Background: an optimization exercise with open tools, aiming at small area, a short achievable clock period and few clock cycles. Do not read the settings as production practice. Where RTL was checked, it was by simulation tests only, not by an equivalence proof against the original.

==> run C <==
## Milestone1
module Milestone1 (
   input  logic            Clock,
   input  logic            resetn,
   input  logic [15:0]     SRAM_read_data,
   input  logic            M1_start,
   output logic [17:0]     SRAM_address,
   output logic [15:0]     SRAM_write_data,
   output logic            SRAM_we_n,
   output logic            M1_end
);
export LEC_CHECK = 0
export CAP_MARGIN = 20
export CORE_MARGIN = 2
export CORE_UTILIZATION = 40
export SLEW_MARGIN = 20
create_clock -name core_clock -period 13.0 [get_ports {Clock}]
run.sh (not shown) runs the stock make flow with config.mk's settings and CLKGATE_MAP_FILE= SYNTH_SCRIPT=/design/flow/synth_recipe.tcl, a recipe that flattens the netlist after the stock synthesis.
==> run Y: changes against run C <==
--- a/flow/design.v
+++ b/flow/design.v
@@ -24,49 +24,52 @@
 logic [8:0]  uo, vo;        
 logic [7:0]  bh;            
 logic        fsel_u;
 logic [7:0]  w0, w1, w2, w3, w4, w5;
 logic [7:0]  t0, t1, t3, t4, t5;
-logic [8:0]  fp, fq, fs;
+logic [8:0]  fp, fq, fs;        
 logic [16:0] facc;
 logic [8:0]  fout;
-logic        c0, c1, c157, c158, c159;
-assign fsel_u = cyc[4];
+logic        c0, c1, c157, c158, c159;    
+assign fsel_u = cyc[3];
 assign w0 = fsel_u ? uw[0] : vw[0];
 assign w1 = fsel_u ? uw[1] : vw[1];
 assign w2 = fsel_u ? uw[2] : vw[2];
 assign w3 = fsel_u ? uw[3] : vw[3];
 assign w4 = fsel_u ? uw[4] : vw[4];
 assign w5 = fsel_u ? uw[5] : vw[5];
-assign c0   = (col == 8'd0);
-assign c1   = (col == 8'd1);
-assign c157 = (col == 8'd157);
-assign c158 = (col == 8'd158);
-assign c159 = (col == 8'd159);
 assign t0 = c0 ? w2 : (c1 ? w1 : w0);
 assign t1 = c0 ? w2 : w1;
 assign t3 = c159 ? w2 : w3;
 assign t4 = c159 ? w2 : (c158 ? w3 : w4);
 assign t5 = c159 ? w2 : (c158 ? w3 : (c157 ? w4 : w5));
-assign fp = {1'b0, t0} + {1'b0, t5};
-assign fq = {1'b0, t1} + {1'b0, t4};
-assign fs = {1'b0, w2} + {1'b0, t3};
-localparam logic [16:0] FCONST = 17'((128 + 32768) - (511 * 64));
+always_ff @(posedge Clock) begin
+   fp <= {1'b0, t0} + {1'b0, t5};
+   fq <= {1'b0, t1} + {1'b0, t4};
+   fs <= {1'b0, w2} + {1'b0, t3};
+end
+localparam logic [16:0] FCONST = 17'((128 + 32768) - (511 * 64) - 511);
 assign facc = {4'd0, fp, 4'd0} + {6'd0, fp, 2'd0} + {8'd0, fp}
             + {2'd0, ~fq, 6'd0} + {5'd0, fq, 3'd0} + {6'd0, fq, 2'd0}
             + {1'b0, fs, 7'd0} + {3'd0, fs, 5'd0} + {8'd0, ~fs}
-            + FCONST - 17'd511;
+            + FCONST;
 assign fout = facc[16:8];
-logic        esel;
 logic [7:0]  ey;
-logic [8:0]  exu, exv;
+logic [8:0]  exu, exv;         
 logic [26:0] sr, sg, sb;
 logic [7:0]  cr, cg, cb;
-assign esel = cyc[1];
-assign ey  = esel ? ybuf[15:8] : ybuf[7:0];
-assign exu = esel ? {uw[2][7], ~uw[2][7], uw[2][6:0]} : uo;
-assign exv = esel ? {vw[2][7], ~vw[2][7], vw[2][6:0]} : vo;
+always_ff @(posedge Clock) begin
+   if (cyc[0]) begin
+      ey  <= ybuf[15:8];
+      exu <= {uw[2][7], ~uw[2][7], uw[2][6:0]};
+      exv <= {vw[2][7], ~vw[2][7], vw[2][6:0]};
+   end else begin
+      ey  <= ybuf[7:0];
+      exu <= uo;
+      exv <= vo;
+   end
+end
 localparam int KYY = -76284*16 - 255*4;
 localparam logic [26:0] KR = 27'(KYY - 104595*256 - 511*(32768 + 2048 + 1));
 localparam logic [26:0] KG = 27'(KYY + 25624*256 + 53281*256
                                  - 511*(32768 + 1024 + 32)
                                  - 511*(65536 + 4096 + 32 + 1));
@@ -119,11 +122,11 @@
             M1_end  <= 1'b0;
             wr_on   <= 1'b0;
          end
       end else begin
          SRAM_we_n <= ~(wr_on & (cyc[1] | cyc[2] | cyc[3]));
-         if (cyc[3] & c159) wr_on <= 1'b1;
+         if (cyc[3] & c0) wr_on <= 1'b1;
          if (cyc[4] & (yptr == 18'd38401)) begin
             running <= 1'b0;
             M1_end  <= 1'b1;
          end
       end
@@ -131,10 +134,11 @@
 end
 always_ff @(posedge Clock) begin
    if (~running & M1_start) begin
       cyc  <= 5'b00001;
       col  <= 8'd155;
+      {c157, c158, c159, c0, c1} <= 5'd0;
       yptr <= 18'h3fffc;       
       wptr <= 18'd146944;
       SRAM_address <= 18'd57600;
    end else begin
       cyc <= {cyc[3:0], cyc[4]};
@@ -145,11 +149,18 @@
       end
       if (cyc[1] | cyc[2] | cyc[3]) begin
          SRAM_address <= wptr;
          if (wr_on) wptr <= wptr + 18'd1;
       end
-      if (cyc[3]) col <= c159 ? 8'd0 : col + 8'd1;
+      if (cyc[2]) begin
+         col  <= c159 ? 8'd0 : col + 8'd1;
+         c157 <= (col == 8'd156);
+         c158 <= c157;
+         c159 <= c158;
+         c0   <= c159;
+         c1   <= c0;
+      end
    end
    if (cyc[4]) uo <= fout;
    if (cyc[0]) vo <= fout;
    bh <= cb;
    if (cyc[1]) SRAM_write_data <= {cr, cg};
==> notes <==
Run C completed without violations. Run Y produced a clean layout. Of run C and run Y, run Y has the higher register-to-register slack (gap 0.85 ns). Against run Y, the core utilization of run C is higher by 0.26 points. Final cell count: run Y is higher than run C (5.8%). Fmax: run C is lower than run Y (about 10%). Between run Y and run C, the lower die area is in run C (gap 6.1%, measured against run C). Against run C, the non-clock buffer count of run Y is lower by 18. Of run Y and run C, run C has the higher hold slack (gap 0.0016 ns). Against run Y, the synthesized cell count of run C is smaller by 6.7%.
==> figures <==
quantity                                                                                          run Y                     run C
Core Region                                                                                  58800 um^2                55100 um^2
Worst setup margin                                                                              5.17 ns                   4.32 ns
Crit share post-route                                                                             60.2%                     66.8%
Pin count of the biggest net entering global routing                                                 61                        75
Number of vias per cell after detailed routing                                                     5.20                      5.24
Top-area cell type share of the netlist area                                                      19.5%                     20.8%
Largest driver fanout on the critical path                                                           16                         8
Area fraction of clock buffers and clock inverters                                                4.58%                     3.89%
Cell type of the slowest stage on the worst timing path                        sky130_fd_sc_hd__a31oi_2  sky130_fd_sc_hd__mux2i_1
Worst reg2reg setup slack                                                                       5.17 ns                   4.32 ns
Cell area after placement                                                                    25000 um^2                23800 um^2
Arrival time at the worst endpoint                                                              8.25 ns                   9.14 ns
Post-Synth XOR/XNOR Area                                                                          3.74%                     3.77%
Sum of buffers and inverters on the critical path                                                     4                         3
Data-path buffer share of cell area in the final layout                                           2.46%                     3.16%
Initial detailed-routing violation count                                                            808                      1011
Status                                                                          complete, no violations   complete, no violations
Relative slew slack                                                                               33.8%                     36.3%
Number of flip-flops and latches                                                                    307                       249
Register bit count reported by yosys                                                                307                       249
Basic-gate share of the synthesized area counting and, or, nand and nor cells                     8.65%                     7.97%
Hold path startpoint                                                                           uw[4][0]                  uw[3][5]
Testbench counts of run C, summed over its fixed seeds: cycles 768,104.
Testbench counts of run Y, summed over its fixed seeds: cycles 768,104.

==> inputs of v16 <==
Milestone1, a different RTL version from the one above (not shown whole).
// Milestone1
module Milestone1 (
   input  logic            Clock,
   input  logic            resetn,
   input  logic [15:0]     SRAM_read_data,
   input  logic            M1_start,
   output logic [17:0]     SRAM_address,
   output logic [15:0]     SRAM_write_data,
   output logic            SRAM_we_n,
   output logic            M1_end
);
Settings: LEC_CHECK=0, CAP_MARGIN=20, CORE_MARGIN=2, CORE_UTILIZATION=40, CTS_CLUSTER_DIAMETER=200, CTS_CLUSTER_SIZE=25, SLEW_MARGIN=20; clock period 13.0 ns.
standard.sh (not shown) runs the stock make flow with config.mk's settings and CLKGATE_MAP_FILE= SYNTH_SCRIPT=/design/flow/synth_recipe.tcl, a recipe that flattens the netlist after the stock synthesis.
==> flow/flow/run.sh <==
#!/bin/bash
# The standard layout (the standard.sh), with these ORFS settings changed:
#   SYNTH_ARGS=-noabc SETUP_SLACK_MARGIN=9.1 "BUFFER_PORTS_ARGS=-buffer_cell sky130_fd_sc_hd__buf_2"
# The clock, the constraints and the synthesis are the design's own.
set -euo pipefail
bash standard.sh SYNTH_ARGS=-noabc SETUP_SLACK_MARGIN=9.1 "BUFFER_PORTS_ARGS=-buffer_cell sky130_fd_sc_hd__buf_2" finish > flow_make.log 2>&1
==> v39: changes against v16 <==
--- a/flow/design.v
+++ b/flow/design.v
@@ -9,24 +9,23 @@
    output logic [15:0]     SRAM_write_data,
    output logic            SRAM_we_n,
    output logic            M1_end
 );
 logic        running;
 logic        wr_on;
 logic [4:0]  cyc;           
-logic [2:0]  ym5;           
+logic [7:0]  col;           
 logic [17:0] yptr;          
 logic [17:0] wptr;          
 logic [7:0]  uw [0:5];      
 logic [7:0]  vw [0:5];      
 logic [7:0]  ulow;          
 logic [15:0] vbuf;          
 logic [15:0] ybuf;          
-logic [8:0]  fo, fo2;       
-logic [7:0]  rr, rg, rb;    
+logic [8:0]  uo, vo;        
 logic [7:0]  bh;            
 logic        fsel_u;
 logic [7:0]  w0, w1, w2, w3, w4, w5;
 logic [7:0]  t0, t1, t3, t4, t5;
 logic [8:0]  fp, fq, fs;        
 logic [8:0]  fout;
 logic        c0, c1, c157, c158, c159;    
@@ -241,16 +240,16 @@
 logic [7:0]  ysel;
 logic [8:0]  usel, vsel;
 logic [24:0] ypr;               
 logic [8:0]  xu, xv;
 logic [10:0] xu3, xv3;
 logic [7:0]  cr, cg, cb;
 assign ysel = ybuf[15:8];    
-assign usel = cyc[0] ? {uw[4][7], ~uw[4][7], uw[4][6:0]} : fo2;
-assign vsel = cyc[0] ? {vw[4][7], ~vw[4][7], vw[4][6:0]} : fo;
+assign usel = cyc[0] ? {uw[4][7], ~uw[4][7], uw[4][6:0]} : uo;
+assign vsel = cyc[0] ? {vw[4][7], ~vw[4][7], vw[4][6:0]} : vo;
 logic yt_s0, yt_c0;
 logic yt_s1, yt_c1;
 logic yt_s2, yt_c2;
 logic yt_s3, yt_c3;
 logic yt_s4, yt_c4;
 logic yt_s5, yt_c5;
 logic yt_s6, yt_c6;
@@ -752,23 +751,14 @@
 assign cr = clip(rt_sum);
 assign cg = clip(gt_sum);
 assign cb = clip(bt_sum);
 logic [17:0] caddr_sum;
 logic [17:0] caddr;
 assign caddr_sum = yptr + (yptr[0] ? 18'd76804 : 18'd115204);
 assign caddr = {1'b0, caddr_sum[17:1]};
-logic        ws2h, ws3h, ws2l, ws3l;
-always_ff @(posedge Clock) begin
-   ws2h <= cyc[1] & running;
-   ws3h <= cyc[2] & running;
-   ws2l <= cyc[1] & ~M1_end;
-   ws3l <= cyc[2] & ~M1_end;
-end
-assign SRAM_write_data[15:8] = ws3h ? bh : (ws2h ? rr : rg);
-assign SRAM_write_data[7:0]  = ws3l ? rr : (ws2l ? rg : rb);
 always_ff @(posedge Clock or negedge resetn) begin
    if (~resetn) begin
       running   <= 1'b0;
       M1_end    <= 1'b0;
       SRAM_we_n <= 1'b1;
       wr_on     <= 1'b0;
    end else begin
@@ -778,52 +768,55 @@
             running <= 1'b1;
             M1_end  <= 1'b0;
             wr_on   <= 1'b0;
          end
       end else begin
          SRAM_we_n <= ~(wr_on & (cyc[1] | cyc[2] | cyc[3]));
          if (cyc[3] & c0) wr_on <= 1'b1;
-         if (cyc[4] & ~yptr[17] & yptr[15] & yptr[12] & yptr[10] & yptr[9] & yptr[0]) begin
+         if (cyc[4] & (yptr == 18'd38401)) begin
             running <= 1'b0;
             M1_end  <= 1'b1;
          end
       end
    end
 end
 always_ff @(posedge Clock) begin
    if (~running & M1_start) begin
-      cyc  <= 5'b10000;
+      cyc  <= 5'b00001;
+      col  <= 8'd155;
+      {c157, c158, c159, c0, c1} <= 5'd0;
       yptr <= 18'h3fffc;       
-      ym5  <= 3'd1;            
       wptr <= 18'd146929;      
-      {c157, c158, c159, c0, c1} <= 5'd0;
+      SRAM_address <= 18'd57600;
    end else begin
       cyc <= {cyc[3:0], cyc[4]};
+      if (cyc[4]) SRAM_address <= caddr;
       if (cyc[0]) begin
+         SRAM_address <= yptr;
          yptr <= yptr + 18'd1;
-         ym5  <= (ym5 == 3'd4) ? 3'd0 : ym5 + 3'd1;
       end
-      wptr <= wptr + {17'd0, cyc[1] | cyc[2] | cyc[3]};
+      if (cyc[1] | cyc[2] | cyc[3]) begin
+         SRAM_address <= wptr;
+         wptr <= wptr + 18'd1;
+      end
       if (cyc[2]) begin
-         c157 <= (yptr[4:0] == 5'd30) & (ym5 == 3'd3);
+         col  <= c159 ? 8'd0 : col + 8'd1;
+         c157 <= (col == 8'd156);
          c158 <= c157;
          c159 <= c158;
          c0   <= c159;
          c1   <= c0;
       end
    end
-   SRAM_address <= cyc[4] ? caddr : (cyc[0] ? yptr : wptr);
-   fo  <= fout;
-   fo2 <= fo;
-   rr <= cr;
-   if (cyc[1] | cyc[2]) begin
-      rg <= cg;
-      rb <= cb;
-   end
-   bh <= rb;
+   if (cyc[4]) uo <= fout;
+   if (cyc[0]) vo <= fout;
+   bh <= cb;
+   if (cyc[1]) SRAM_write_data <= {cr, cg};
+   else if (cyc[2]) SRAM_write_data <= {bh, cr};
+   else SRAM_write_data <= {cg, cb};
    uw[0] <= uw[5]; uw[1] <= uw[0]; uw[2] <= uw[1]; uw[3] <= uw[2]; uw[4] <= uw[3];
    vw[0] <= vw[5]; vw[1] <= vw[0]; vw[2] <= vw[1]; vw[3] <= vw[2]; vw[4] <= vw[3];
    if (cyc[2]) begin
       if (~yptr[0]) begin         
          uw[5] <= SRAM_read_data[15:8];
          ulow  <= SRAM_read_data[7:0];
          vw[5] <= vbuf[15:8];
==> flow/flow/run.sh (replaced) <==
#!/bin/bash
# The standard layout, with the timing repair steps asked to leave a larger
# setup margin (the clock and constraints are the design's own).
set -euo pipefail
bash standard.sh SETUP_SLACK_MARGIN=8.8 finish > flow_make.log 2>&1
Settings changed: CTS_CLUSTER_DIAMETER 200 to not set, CTS_CLUSTER_SIZE 25 to not set.
==> v29: changes against v16 <==
==> flow/flow/run.sh (replaced) <==
#!/bin/bash
# The standard layout (the standard.sh), with these ORFS settings changed:
#   SYNTH_ARGS=-noabc SETUP_SLACK_MARGIN=8.9 "BUFFER_PORTS_ARGS=-buffer_cell sky130_fd_sc_hd__buf_2"
# The clock, the constraints and the synthesis are the design's own.
set -euo pipefail
bash standard.sh SYNTH_ARGS=-noabc SETUP_SLACK_MARGIN=8.9 "BUFFER_PORTS_ARGS=-buffer_cell sky130_fd_sc_hd__buf_2" finish > flow_make.log 2>&1
==> v20: changes against v16 <==
==> flow/flow/run.sh (replaced) <==
#!/bin/bash
# The standard layout (the standard.sh), with these ORFS settings changed:
#   SETUP_SLACK_MARGIN=8.9 "BUFFER_PORTS_ARGS=-buffer_cell sky130_fd_sc_hd__buf_2"
# The clock, the constraints and the synthesis are the design's own.
set -euo pipefail
bash standard.sh SETUP_SLACK_MARGIN=8.9 "BUFFER_PORTS_ARGS=-buffer_cell sky130_fd_sc_hd__buf_2" finish > flow_make.log 2>&1
==> comparison <==
- Of v16 and v39, v39 has the higher area after synthesis (gap about 2.3%, measured against v39).
- Against v16, the clock skew of v29 is lower by 0.00090 ns.
- Of v20 and v39, v39 has the higher global-route usage (gap 1.5 points).
- Of v16 and v20, v20 has the higher die area (gap about 2%, measured against v20).
- Between v20 and v29, the lower non-clock buffer count is in v29 (gap 5).
- Between v16 and v20, the lower first-iteration DRC count is in v20 (gap 51%, measured against v20).
- Hold slack: v20 > v39 > v16 > v29.
Testbench counts of v39, summed over its fixed seeds: cycles 768,104.
Only the layout flow was run in v16, v29 and v20; the RTL was not checked for function there.

what the ideal ports hide:
How much do the figures lean on ideal ports? The routed layouts below were timed once more, with nothing changed but the port constraints. Step 1: set_driving_cell puts a clkbuf_16 on Clock and a buf_2 on each other input, an assumption about the parent block. Step 2 moves the port delays by t, midway between the first and last clock arrival at a register: inputs arrive t later, outputs are due t later. That takes back most of the time a late clock gives input paths. Slacks: ideal / step 1 / step 2; pairs: ideal / step 1.
run	t (ns)	slack for setup (ns)	worst hold slack (ns)	worst data-port slew with drivers (ns)	cell pins on the clock port's net
run C	0.612	4.320 / 4.320 / 4.320	0.449 / 0.449 / 0.449	0.09	1
run Y	0.603	5.170 / 5.170 / 5.170	0.448 / 0.448 / 0.448	0.04	1
v16	0.579	8.802 / 8.802 / 8.802	0.344 / 0.344 / 0.344	0.03	1
v39	0.613	8.641 / 8.641 / 8.641	0.345 / 0.345 / 0.345	0.08	1
v29	0.578	8.807 / 8.807 / 8.807	0.341 / 0.341 / 0.341	0.03	1
v20	0.593	8.933 / 8.875 / 8.937	0.347 / 0.347 / 0.347	0.08	1
After both steps setup and hold are still met in every run listed.
